What follows belongs to an exercise in optimizing a design on an open flow for small area and a short achievable clock period; a production flow would make more cautious choices. Only simulation tests tie the RTL to the original design; equivalence was not proved. Power and IR drop assume default switching activity.

Design SIMD, start of the top module:
module SIMD(
input [11:0] instruction,
input clk,
input rst,
output [31:0] outputvalue
);
Settings: LEC_CHECK=0, CAP_MARGIN=20, CORE_MARGIN=2, CORE_UTILIZATION=60, CTS_CLUSTER_DIAMETER=150, CTS_CLUSTER_SIZE=16, SLEW_MARGIN=20; clock period 10.0 ns.
standard.sh (not shown) runs the stock make flow with config.mk's settings and CLKGATE_MAP_FILE= SYNTH_SCRIPT=/design/flow/synth_recipe.tcl, a recipe that flattens the netlist after the stock synthesis.
==> flow/flow/run.sh <==
#!/bin/bash
set -euo pipefail
bash standard.sh SETUP_SLACK_MARGIN=5.5 finish > make_finish.log 2>&1
The first run ran to the end with no violations.
Rerun with:
==> flow/flow/run.sh (replaced) <==
#!/bin/bash
set -euo pipefail
bash standard.sh SETUP_SLACK_MARGIN=5.75 finish > make_finish.log 2>&1
CTS_CLUSTER_SIZE = 20   (was 16)
Hold slack gains 0.0066 ns.
Flip-flop and latch count stays the same.
Via count goes up by 1.1%.
Routed wire length increases by 3.7%.
Rerun with:
==> flow/flow/run.sh (replaced) <==
#!/bin/bash
set -euo pipefail
bash standard.sh SETUP_SLACK_MARGIN=5.4 finish > make_finish.log 2>&1
Result: Clock-buffer cell count does not change; via count stays flat; final area fell by 1.9%; flip-flop and latch count stays the same; non-clock buffer count fell by 17; wire length fell by 1.9%; clock power fell by about 3%; total power fell by 2.1%; clock skew fell by 0.017 ns.


SIMD, a different RTL version from the one above (not shown whole).
For scale: about 450 flip-flops, about 46 I/O pins.
Settings: LEC_CHECK=0, CAP_MARGIN=20, CORE_MARGIN=2, CORE_UTILIZATION=70, CTS_CLUSTER_DIAMETER=150, CTS_CLUSTER_SIZE=20, SLEW_MARGIN=20; clock period 10.0 ns.
==> flow/flow/run.sh <==
#!/bin/bash
set -euo pipefail
bash standard.sh SETUP_SLACK_MARGIN=5.75 finish > make_finish.log 2>&1
The first run passed the timing, DRC and antenna checks.
Edit:
==> flow/run.sh (new file) <==
#!/bin/bash
# synth_recipe.tcl (not shown) runs the flow's synth.tcl, then flattens the netlist and writes it again
# the make line also repeats each setting of config.mk as NAME=value (left out here)
make -C /OpenROAD-flow-scripts/flow DESIGN_CONFIG=/design/flow/config.mk WORK_HOME=/design/flow/orfs CLKGATE_MAP_FILE= SYNTH_SCRIPT=/design/flow/synth_recipe.tcl finish
CORE_UTILIZATION = 60   (was 70)
SETUP_SLACK_MARGIN = 5   (was not set)
removed: flow/flow/run.sh
removed: flow/standard.sh
What happened: The changed run finished clean; design area decreases by 1.4%; critical path depth decreases by 5; cell count increases by 1.9%; fmax decreases by 4.3%; power decreases by 1.3%; register-to-register slack gets worse by 0.22 ns.


SIMD again, from the RTL that the note above started with.
export LEC_CHECK = 0
export CAP_MARGIN = 20
export CORE_MARGIN = 2
export CORE_UTILIZATION = 60
export CTS_CLUSTER_DIAMETER = 150
export CTS_CLUSTER_SIZE = 20
export SLEW_MARGIN = 20
create_clock -name core_clock -period 10.0 [get_ports {clk}]
==> flow/flow/run.sh <==
#!/bin/bash
set -euo pipefail
bash standard.sh SETUP_SLACK_MARGIN=6.0 finish > make_finish.log 2>&1
Edit:
==> flow/run.sh (new file) <==
#!/bin/bash
# synth_recipe.tcl (not shown) runs the flow's synth.tcl, then flattens the netlist and writes it again
# the make line also repeats each setting of config.mk as NAME=value (left out here)
make -C /OpenROAD-flow-scripts/flow DESIGN_CONFIG=/design/flow/config.mk WORK_HOME=/design/flow/orfs CLKGATE_MAP_FILE= SYNTH_SCRIPT=/design/flow/synth_recipe.tcl finish
CORE_UTILIZATION = 40   (was 60)
CTS_CLUSTER_DIAMETER = default   (was 150)
CTS_CLUSTER_SIZE = default   (was 20)
SETUP_SLACK_MARGIN = 5   (was default)
removed: flow/flow/run.sh
removed: flow/standard.sh
Outcome: The changed run produced a clean layout. Non-clock buffer count drops by 35. Sequential share of layout area drops by 0.25 points. Combinational power drops by about 10%. Power climbs by 14%. Maximum frequency drops by 3.8%. Hold slack degrades by 0.0069 ns.

==> re-timing with driven ports <==
In the flow no input, the clock included, has a driving cell. The finished layouts below were timed again as built, in two steps. Step 1, drivers: a clkbuf_16 drives clk and a buf_2 each remaining input, both assumed. Step 2 adds t to the input delays and takes it off the output delays; t is the mean of the earliest and latest rising clock arrival at the registers after step 1. Input paths then give back, and output paths get back, about the clock's delay inside the block. Three values: ideal, step 1, step 2; two values: the first two.
| run | t (ns) | setup WS [ns] | worst setup path at the end | worst slew at a driven data input, ns | pins driven straight from the clock port |
|---|---|---|---|---|---|
| the first run of note 1 | 0.685 | 5.428 / 5.428 / 5.428 | register to register | 0.03 | 1 |
| the second run of note 1 | 0.671 | 5.489 / 5.489 / 5.489 | register to register | 0.04 | 1 |
| the third run of note 1 | 0.671 | 5.433 / 5.433 / 5.433 | register to register | 0.03 | 1 |
| the first run of note 2 | 0.649 | 5.122 / 5.122 / 5.122 | register to register | 0.06 | 1 |
| the second run of note 2 | 0.656 | 4.906 / 4.906 / 4.776 | input to register | 0.05 | 1 |
| the first run of note 3 | 0.653 | 5.207 / 5.207 / 5.207 | register to register | 0.06 | 1 |
| the second run of note 3 | 0.670 | 5.019 / 5.019 / 4.596 | input to register | 0.07 | 1 |
After both steps every run listed still meets setup and hold. For the second run of note 3, which loses most, drivers alone change the setup slack by 0.000 ns; drivers and shift together by -0.423 ns.
